Background: an optimization exercise with open tools, aiming at small area. Do not read the settings as production practice.
In this exercise RTL edits were held to simulation tests only and were not proved equivalent to the original.
No activity file was given, so power comes from the tool's default toggle rates.

<file path="design/flow/run.sh">
#!/bin/bash
# synth_recipe.tcl (not shown) runs the flow's synth.tcl, then flattens the netlist and writes it again
# the make line also repeats each setting of config.mk as NAME=value (left out here)
make -C /OpenROAD-flow-scripts/flow DESIGN_CONFIG=/design/flow/config.mk WORK_HOME=/design/flow/orfs CLKGATE_MAP_FILE= SYNTH_SCRIPT=/design/flow/synth_recipe.tcl finish
</file>
<file path="design/flow/design.v">
module adc(
    input clk,
    input rst,
    output reg adc_clk,
    output reg adc_cs,
    input      adc_data,
    output reg [11:0] adc_value,
    output reg value_change
);
    localparam ADC_CLK_DIV = 13;
    localparam ADC_IDLE    = 0;
    localparam ADC_START   = 1;
    localparam ADC_CONVERT = 2;
    localparam ADC_FINISH  = 4;
    reg [11:0] adc_reg;
    reg [4:0] adc_ctrl_state;
    reg [4:0] adc_bit;
    reg [6:0] adc_delay;
    reg [4:0] adc_clk_div;
    wire adc_tick = (adc_clk_div == ADC_CLK_DIV) && !adc_clk;
    always @(posedge clk) begin
        if(rst) begin
            adc_clk_div <= 0;
            adc_clk     <= 0;
        end else if(adc_clk_div == ADC_CLK_DIV) begin
            adc_clk_div <= 0;
            adc_clk     <= ~adc_clk;
        end else begin
            adc_clk_div <= adc_clk_div + 1;
        end
    end
    always @(posedge clk) begin
        if(rst) begin
            value_change   <= 0;
            adc_cs         <= 1;
            adc_ctrl_state <= ADC_IDLE;
            adc_delay      <= 0;
            adc_reg        <= 0;
            adc_value      <= 0;
        end else if(adc_tick) begin
            case(adc_ctrl_state)
                ADC_IDLE: begin
                    adc_bit <= 15;
                    adc_cs  <= 1;
                    if(adc_delay == 0) begin
                        adc_ctrl_state <= ADC_START;
                    end else begin
                        adc_delay <= adc_delay - 1;
                    end
                end
                ADC_START: begin
                    adc_cs  <= 0;
                    adc_bit <= 14;
                    adc_ctrl_state <= ADC_CONVERT;
                end
                ADC_CONVERT: begin
                    if(adc_bit != 0) begin
                        adc_bit <= adc_bit - 1;
                        if(adc_bit < 12)
                            adc_reg[adc_bit] <= adc_data;
                    end else begin
                        adc_ctrl_state <= ADC_FINISH;
                    end
                end
                ADC_FINISH: begin
                    adc_value      <= adc_reg;
                    value_change   <= ~value_change;
                    adc_delay <= 16;
                    adc_ctrl_state <= ADC_IDLE;
                end
                default: ;
            endcase
        end
    end
endmodule
module threshold(
    input clk,
    input rst,
    input [11:0] adc_value,
    input adc_value_change,
    output reg [15:0] adc_average,
    output reg pulse
);
    localparam ADC_WIDTH    = 12;
    localparam NPOINT_AVG_2 = 4;
    localparam NPOINT_AVG   = 16;
    localparam ADC_AVERAGE_INTERVAL = 5099;
    reg adc_value_changed;
    reg [ADC_WIDTH - 1:0] threshold;
    reg [ADC_WIDTH - 3:0] hysteresis;
    reg [NPOINT_AVG_2 - 1:0] adc_average_index;
    reg [ADC_WIDTH - 1:0] adc_average_buffer[NPOINT_AVG - 1:0];
    reg [ADC_WIDTH - 1:0] adc_min;
    reg [ADC_WIDTH - 1:0] adc_max;
    reg [19:0] adc_average_interval;
    integer i;
    always @(posedge clk) begin
        if(rst) begin
            adc_average_interval <= 0;
            adc_average_index    <= 0;
            for(i = 0; i < NPOINT_AVG; i = i + 1) begin
                adc_average_buffer[i] <= 0;
            end
            adc_min <= 0;
            adc_max <= 0;
            threshold <= (1 << (ADC_WIDTH - 1));
            hysteresis <= (1 << (ADC_WIDTH - 9));
        end else if(adc_average_interval == ADC_AVERAGE_INTERVAL) begin
            adc_average_buffer[adc_average_index] <= adc_value;
            adc_average_index <= adc_average_index + 1;
            adc_average_interval <= 0;
            adc_average = 0;
            for(i = 0; i < NPOINT_AVG; i = i + 1) begin
                adc_average = adc_average + adc_average_buffer[i];
                if(adc_average_buffer[i] > adc_max)
                    adc_max <= adc_average_buffer[i];
                if(adc_average_buffer[i] < adc_max)
                    adc_min <= adc_average_buffer[i];
            end
            adc_average = adc_average/NPOINT_AVG;
            if(adc_max - 8 < adc_min)
                hysteresis <= 8;
            else
                hysteresis <= (adc_max - adc_min)/4;
            threshold <= adc_average[ADC_WIDTH - 1:0];
        end else begin
            adc_average_interval <= adc_average_interval + 1;
        end
    end
    always @(posedge clk) begin
        if(rst) begin
            adc_value_changed <= 0;
            pulse <= 0;
        end else if(adc_value_changed != adc_value_change) begin
            adc_value_changed <= adc_value_change;
            if(pulse) begin
                if(adc_value <= threshold - hysteresis)
                    pulse <= 0;
            end else begin
                if(adc_value >= threshold + hysteresis)
                    pulse <= 1;
            end
        end
    end
endmodule
module pulse_counter(
    input clk,
    input rst,
    input pulse,
    output reg [15:0] pulse_rate,
    output reg pulse_rate_change
);
    localparam CLK_RATE = 32'd500000;
    reg [31:0] second_clk_div;
    reg [15:0] pulse_count;
    reg pulse_active;
    always @(posedge clk) begin
        if(rst) begin
            second_clk_div    <= 0;
            pulse_rate        <= 0;
            pulse_rate_change <= 0;
            pulse_count       <= 0;
            pulse_active      <= 0;
        end else if(second_clk_div == CLK_RATE) begin
            second_clk_div <= 0;
            pulse_rate <= pulse_count;
            pulse_rate_change <= ~pulse_rate_change;
            pulse_count <= 0;
        end else begin
            second_clk_div <= second_clk_div + 1;
            if(pulse & ~pulse_active) begin
                pulse_active <= 1;
                pulse_count <= pulse_count + 1;
            end else if(~pulse) begin
                pulse_active <= 0;
            end
        end
    end
endmodule
module bcd(
    input clk,
    input rst,
    input [15:0] rpm,
    input [4:0] rpm_order,
    input rpm_change,
    output reg [3:0] dec0,
    output reg [3:0] dec1,
    output reg [3:0] dec2,
    output reg [3:0] dec3,
    output reg [3:0] dp,
    output reg [7:0] led
);
    localparam RPM_WIDTH   = 16;
    localparam RPM_WIDTH_2 = 4;
    reg rpm_changed;
    reg [4:0] order;
    reg [RPM_WIDTH_2:0] shift_count;
    reg [15:0] dec;
    reg [RPM_WIDTH - 1:0] p;
    localparam BCD_IDLE = 0;
    localparam BCD_RUN  = 1;
    reg state;
    always @(posedge clk) begin
        if(rst) begin
            shift_count = 0;
            rpm_changed <= 0;
            state <= BCD_IDLE;
            dec = 0;
            dec0 <= 0;
            dec1 <= 0;
            dec2 <= 0;
            dec3 <= 0;
            dp  <= 0;
            led <= 0;
        end else begin
            case(state)
                BCD_IDLE: begin
                    if(rpm_change != rpm_changed) begin
                        rpm_changed <= rpm_change;
                        state <= BCD_RUN;
                        p   = rpm;
                        order <= rpm_order;
                        dec = 0;
                        shift_count = 0;
                    end
                end
                BCD_RUN: begin
                    if(shift_count < RPM_WIDTH) begin
                        shift_count = shift_count + 1;
                        if(dec[3:0] >= 5)
                            dec[3:0] = dec[3:0] + 3;
                        if(dec[7:4] >= 5)
                            dec[7:4] = dec[7:4] + 3;
                        if(dec[11:8] >= 5)
                            dec[11:8] = dec[11:8] + 3;
                        if(dec[15:12] >= 5)
                            dec[15:12] = dec[15:12] + 3;
                        {dec, p} = {dec, p} << 1;
                    end else begin
                        dec0 <= dec[3:0];
                        dec1 <= dec[7:4];
                        dec2 <= dec[11:8];
                        dec3 <= dec[15:12];
                        state <= BCD_IDLE;
                    end
                end
            endcase
        end
    end
endmodule
module decode_seg(
    input clk,
    input [3:0] dec,
    input dp_i,
    output reg dp,
	output reg [6:0] seg  
);
    wire a, b, c, d;
    assign {a,b,c,d} = dec;
    always @(posedge clk) begin
	    seg[0] <=   a |   c | (b & d) | (~b & ~d);
	    seg[1] <=  ~b | (~c & ~d) | (c & d);
	    seg[2] <=   b | ~c  | d;
	    seg[3] <= (~b & ~d) | (c & ~d) | (b & ~c & d) | (~b & c) | a;
	    seg[4] <= (~b & ~d) | (c & ~d);
	    seg[5] <=   a | (~c & ~d) | (b & ~c) | (b & ~d);
	    seg[6] <=   a | ( b & ~c) | (~b & c) | (c & ~d);
        dp <= dp_i;
    end
endmodule
module seg_mux(
    input  clk,
    input  rst,
	input  [7:0] seg_a,
	input  [7:0] seg_b,
	input  [7:0] seg_c,
	input  [7:0] seg_d,
    input  [3:0] dp_k,
    output [3:0] dp,
	output [7:0] seg,
    output [3:0] an
);
    localparam SEG_CLK_DIV = 1166;
    reg [31:0] clk_div;
    reg [3:0] anode;
	reg [7:0] seg_a_r;
	reg [7:0] seg_b_r;
	reg [7:0] seg_c_r;
	reg [7:0] seg_d_r;
    assign an  = ~anode;
    assign dp  = anode[0] ? {3'b0, ~dp_k[0]}
               : anode[1] ? {3'b0, ~dp_k[1]}
               : anode[2] ? {3'b0, ~dp_k[2]}
               : anode[3] ? {3'b0, ~dp_k[3]}
               : 4'b0;
    assign seg = anode[0] ? ~seg_a_r
               : anode[1] ? ~seg_b_r
               : anode[2] ? ~seg_c_r
               : anode[3] ? ~seg_d_r
               : 8'b0;
    always @(posedge clk) begin
        if(rst) begin
            clk_div <= 0;
            anode   <= 0;
        end else if(clk_div == SEG_CLK_DIV) begin
            clk_div <= 0;
            seg_a_r <= seg_a;
            seg_b_r <= seg_b;
            seg_c_r <= seg_c;
            seg_d_r <= seg_d;
            anode <= anode[0] ? 4'b0010
                   : anode[1] ? 4'b0100
                   : anode[2] ? 4'b1000
                   : anode[3] ? 4'b0001
                   : 4'b0001;
        end else begin
            clk_div <= clk_div + 1;
        end
    end
endmodule
module rpm_basys2_top(
    input mclk,
    input rst,
    output [6:0] seg,
    output       dp,
    output [3:0] an,
    input [3:0] btn,
    input  [7:0] sw,
    output [7:0] led,
    output adc_cs,
    input  adc_d0,
    input  adc_d1,
    output adc_clk
);
    wire [11:0] adc_value;
    wire adc_change;
    adc adc_dut(mclk, rst, adc_clk, adc_cs, adc_d0, adc_value, adc_change);
    wire pulse;
    assign led = {7'b0, pulse};
    wire [15:0] avg;
    threshold threshold_dut(mclk, rst, adc_value, adc_change, avg, pulse);
    wire [15:0] pulse_rate;
    wire pulse_rate_change;
    pulse_counter pt(mclk, rst, pulse, pulse_rate, pulse_rate_change);
    wire [4:0] rpm_order = 5'd0;
    wire [3:0] dec0;
    wire [3:0] dec1;
    wire [3:0] dec2;
    wire [3:0] dec3;
    wire [3:0] dp_i;
    wire [7:0] led_i;
    wire [31:0] rpm60 = 60 * pulse_rate;
    bcd bcd_dut(mclk, rst, rpm60[15:0], rpm_order, pulse_rate_change, dec0, dec1, dec2, dec3, dp_i, led_i);
    wire [3:0] dp_j;
    wire [6:0] seg0;
    wire [6:0] seg1;
    wire [6:0] seg2;
    wire [6:0] seg3;
    decode_seg decode_seg0(mclk, dec0, dp_i[0], dp_j[0], seg0);
    decode_seg decode_seg1(mclk, dec1, dp_i[1], dp_j[1], seg1);
    decode_seg decode_seg2(mclk, dec2, dp_i[2], dp_j[2], seg2);
    decode_seg decode_seg3(mclk, dec3, dp_i[3], dp_j[3], seg3);
    wire [3:0] dp_w;
    wire [7:0] seg_w;
    seg_mux sm(mclk, rst,
               {1'b0, seg0}, {1'b0, seg1}, {1'b0, seg2}, {1'b0, seg3},
               dp_j,
               dp_w, seg_w, an);
    assign dp  = dp_w[0];
    assign seg = seg_w[6:0];
endmodule
</file>
<file path="design/flow/constraint.sdc">
create_clock -name core_clock -period 20.0 [get_ports {mclk}]
set_input_delay 4.0000 -clock core_clock [delete_from_list [all_inputs] [get_ports {mclk}]]
set_output_delay 4.0000 -clock core_clock [all_outputs]
set_load 0.01 [all_outputs]
</file>
<file path="design/flow/config.mk">
export PLATFORM = sky130hd
export DESIGN_NAME = rpm_basys2_top
export DESIGN_NICKNAME = rpm_basys2_top
export VERILOG_FILES = /design/flow/design.v
export SDC_FILE = /design/flow/constraint.sdc
export NUM_CORES = 4
export LEC_CHECK = 0
export CAP_MARGIN = 20
export CORE_MARGIN = 2
export CORE_UTILIZATION = 40
export SLEW_MARGIN = 20
</file>
==> notes.md <==
## routing by layer
layer	up-vias	part of all wire [%]	track usage (%)
li1	13348	-	-
met1	13825	43	36.07
met2	1198	43	40.17
met3	295	9.0	5.933
met4	4	4.7	10.97
met5	-	0.022	0
## final timing paths
kind                                                        startpoint                           to  slack [ns]  depth (start not counted)
worst max-delay path            threshold_dut.adc_average_buffer[1][0]  threshold_dut.threshold[11]       11.87                         31
worst min-delay path                                decode_seg2.seg[1]                sm.seg_c_r[1]        0.40                          0
worst max register to register  threshold_dut.adc_average_buffer[1][0]  threshold_dut.threshold[11]       11.87                         31
worst min register to register                      decode_seg2.seg[1]                sm.seg_c_r[1]        0.40                          0
## cell type report
| cell class | instances | area (sq um) | area share, % |
|---|---|---|---|
| Clock inverter | 25 | 301.5 | 0.7659 |
| Clock buffer | 85 | 1774 | 4.506 |
| Tap cell | 1165 | 1458 | 3.702 |
| Sequential cell | 518 | 12770 | 32.45 |
| Inverter | 335 | 1257 | 3.194 |
| Antenna cell | 4 | 10.01 | 0.02542 |
| Multi-Input combinational cell | 2799 | 21240 | 53.94 |
| Timing Repair Buffer | 69 | 559.3 | 1.421 |
## critical path, delay by kind of cell (launching register included)
family | cells | cell delay, ns
adder cells (fa/ha/maj) | 9 | 3.93
AO/OA/AOI/OAI | 11 | 1.74
AND/OR/NAND/NOR | 4 | 0.85
XOR/XNOR | 2 | 0.76
flip-flops | 1 | 0.42
buffers and inverters | 5 | 0.31
## cell usage in the layout, fill, tap and decap left out, types with 85 or more instances in the layout
master	netlist	layout
sky130_fd_sc_hd__nand3_1	87	87
sky130_fd_sc_hd__fa_1	176	176
sky130_fd_sc_hd__nor2_1	322	321
sky130_fd_sc_hd__edfxtp_1	239	239
sky130_fd_sc_hd__inv_1	333	332
sky130_fd_sc_hd__o21ai_0	143	142
sky130_fd_sc_hd__ha_1	329	329
sky130_fd_sc_hd__nand2_1	315	315
sky130_fd_sc_hd__a21oi_1	218	218
sky130_fd_sc_hd__dfxtp_1	279	269
sky130_fd_sc_hd__and2_1	191	191
sky130_fd_sc_hd__xnor2_1	85	85
sky130_fd_sc_hd__xor2_1	98	98
## logic make-up (layout without fill, tap and decap cells)
family	after synthesis	count (layout)	share of synthesized area, %
simple gates	1276	1276	17.56
compound gates	774	774	14.25
mux	54	54	1.536
xor+xnor	183	183	4.472
flops	518	518	35.61
fa+ha+maj	505	505	21.32
buf+inv	490	514	5.250
other cells	1	11	0.01046
## stage by stage
step	utilization [%]	worst slack [ns]
after global routing	44.40	11.42
after CTS	44.39	12.05
after global placement	42.03	12.07
after detailed placement	42.05	12.07
final	44.41	11.87
after floorplan	-	13.07
## power breakdown
part | total (mW) | leakage [nW] | switching, mW | internal, mW
clock network | 1.14 | 1.02 | 0.472 | 0.672
registers | 1.18 | 4.50 | 0.0531 | 1.13
logic | 2.20 | 10.0 | 1.34 | 0.868
==> qor.txt <==
Number of global-route vias before repair: 27,297
Master cell of the clock root buffer: sky130_fd_sc_hd__clkbuf_16
Data required time at the worst endpoint: 20.51 ns
Sequential-to-total area share from yosys stat: 35.61%
Initial cell density of the core: 40.43%
Antenna violations before repair: 4
Worst-case clock skew: 0.03896 ns
Number of standard cells after synthesis: 3,801
Number of gates resized after cts: 0
Leading post-synthesis cells by cell area: sky130_fd_sc_hd__edfxtp_1 20%, sky130_fd_sc_hd__dfxtp_1 16%, sky130_fd_sc_hd__ha_1 11%
Placed Instance Area: 37,280 sq um
H-tree lvl count: 2
Area Overhead vs Synth: 9.848%
Starting DRC count in detailed routing: 2,886
Mean instance size in the synthesized netlist: 9.429 sq um
Count of flip-flops with a built-in enable after synthesis: 239
Routed wire length: 121,100 um
Post-layout power: 4.529 mW
Most frequent cell after synthesis: sky130_fd_sc_hd__inv_1
Number of fill cells: 8,584
Cell total after placement: 4,886
Arrival time at the worst endpoint: 8.64 ns
Fin nets: 4,303
Type of the worst min-delay path: flop to flop
Worst slack on hold paths: 0.4013 ns
Number of maximum-capacitance violations: 0
Number of flip-flops in the largest register: 192
Largest registers ranked by flip-flop count: threshold_dut.adc_average_buffer: 192 flops, pt.second_clk_div: 32 flops, sm.clk_div: 32 flops
Cell type contributing the most total cell area after synthesis: sky130_fd_sc_hd__edfxtp_1
Max_slew headroom: 18.80%
Crit Path Max Fanout: 4
Netlist Area Pre-Place: 35,840 sq um
Post-route antenna net violation count: 0
Total congestion overflow: 0
Maximum resistive drop on vdd: 0.2987 mV
Total track usage: 26.35%
Post-DR vias/cell: 5.734
Number of slew-limit violations in the final report: 0
Number of clock sinks seen by CTS: 518
Post-DP HPWL: 90,340 um
Commonest cells in the netlist: 333 x sky130_fd_sc_hd__inv_1, 329 x sky130_fd_sc_hd__ha_1, 322 x sky130_fd_sc_hd__nor2_1
Most numerous cell on the critical path: sky130_fd_sc_hd__fa_1
Max frequency: 122.9 MHz
Placeable core region: 88,650 sq um
Pwr/cell area: 115.0 nW/um^2
Weighted congestion reported at the end of routability-driven placement: 1.063
Die Area: 92,010 sq um
Proportion of netlist area held by the largest area contributor: 20.02%
Detailed-routing iteration count for the pre-antenna-repair pass: 6
Critical Path End Type: flop
Reported leakage power: 15.54 nW
Type of origin of the critical path: flop
Setup violators final: 0
Number of distinct library cells after synthesis: 84
Result of the run: finished clean
Shortest clock period the worst path allows after layout: 8.134 ns
Wire length of the first global-routing pass: 179,000 um
TritonCTS buffer count: 59
Worst Path Class, Setup: flop to flop
Clock tree from TritonCTS: built
Slowest cell delay on critical path: 0.55 ns
Final worst path period share: 40.67%
Post-cts hold buffer count: 0
Vias after detailed routing: 28,670
Maximum count of clock buffers along a single path: 3
Proportion of register bits with asynchronous set or reset after synthesis: 0%
Flip-flop and latch count after synthesis: 518
Main flop type after synthesis: sky130_fd_sc_hd__dfxtp_1
Yosys synthesis warning count: 6
Number of hold violations in the final report: 0
Detail-routed net length per standard cell: 24.23 um
Total negative setup slack: 0 ns
Ratio of cells with drive above 1 in the final layout: 5.690%
Register containing the most flip-flops in the final layout: threshold_dut.adc_average_buffer
Worst skew pair latency: 0.66 ns
CTS clock-pin slew for the worst setup and hold paths: 0.06 ns
Summed area of non-filler cells in the final layout: 39,370 sq um
Number of port buffers: 17
FP Rows: 109
Crit path max-delay cell type: sky130_fd_sc_hd__fa_1
Number of buffers inserted by post-CTS setup repair: 0
Remaining routing DRC violations: 0
I/O pin count: 38
Die H: 303.3 um
Non-filler instance count after layout: 5,000
Die W: 303.3 um
Maximum number of pins on one net before global-route repair: 61
Actual slew at the worst max-slew pin: 1.187 ns
Unrepaired setup endpoints after global routing: no

==> static timing again, ports no longer ideal <==
Ports are ideal in the flow. The routed layout listed here was re-timed in OpenROAD. Step 1 (the two cells are an assumption about what drives the block):
set clk [get_ports {mclk}]
set_driving_cell -lib_cell sky130_fd_sc_hd__clkbuf_16 $clk
set_driving_cell -lib_cell sky130_fd_sc_hd__buf_2 [delete_from_list [all_inputs] $clk]
Step 2 times the ports against the registers' clock, not the clock port: input delays grow and output delays shrink by t, the midpoint of the rising clock arrivals with the driver on. Slacks: no drivers / after step 1 / after step 2; pairs: no drivers / after step 1.
t (ns): 0.716
setup WS [ns]: 11.866 / 11.866 / 11.866
clock arrival spread, ns: 0.046 / 0.047
worst register clock-pin slew, ns: 0.07 / 0.07
worst slew at a driven data input, ns: 0.05
After both steps this run still meets setup and hold. For this run, drivers alone change the setup slack by 0.000 ns; drivers and shift together by 0.000 ns.
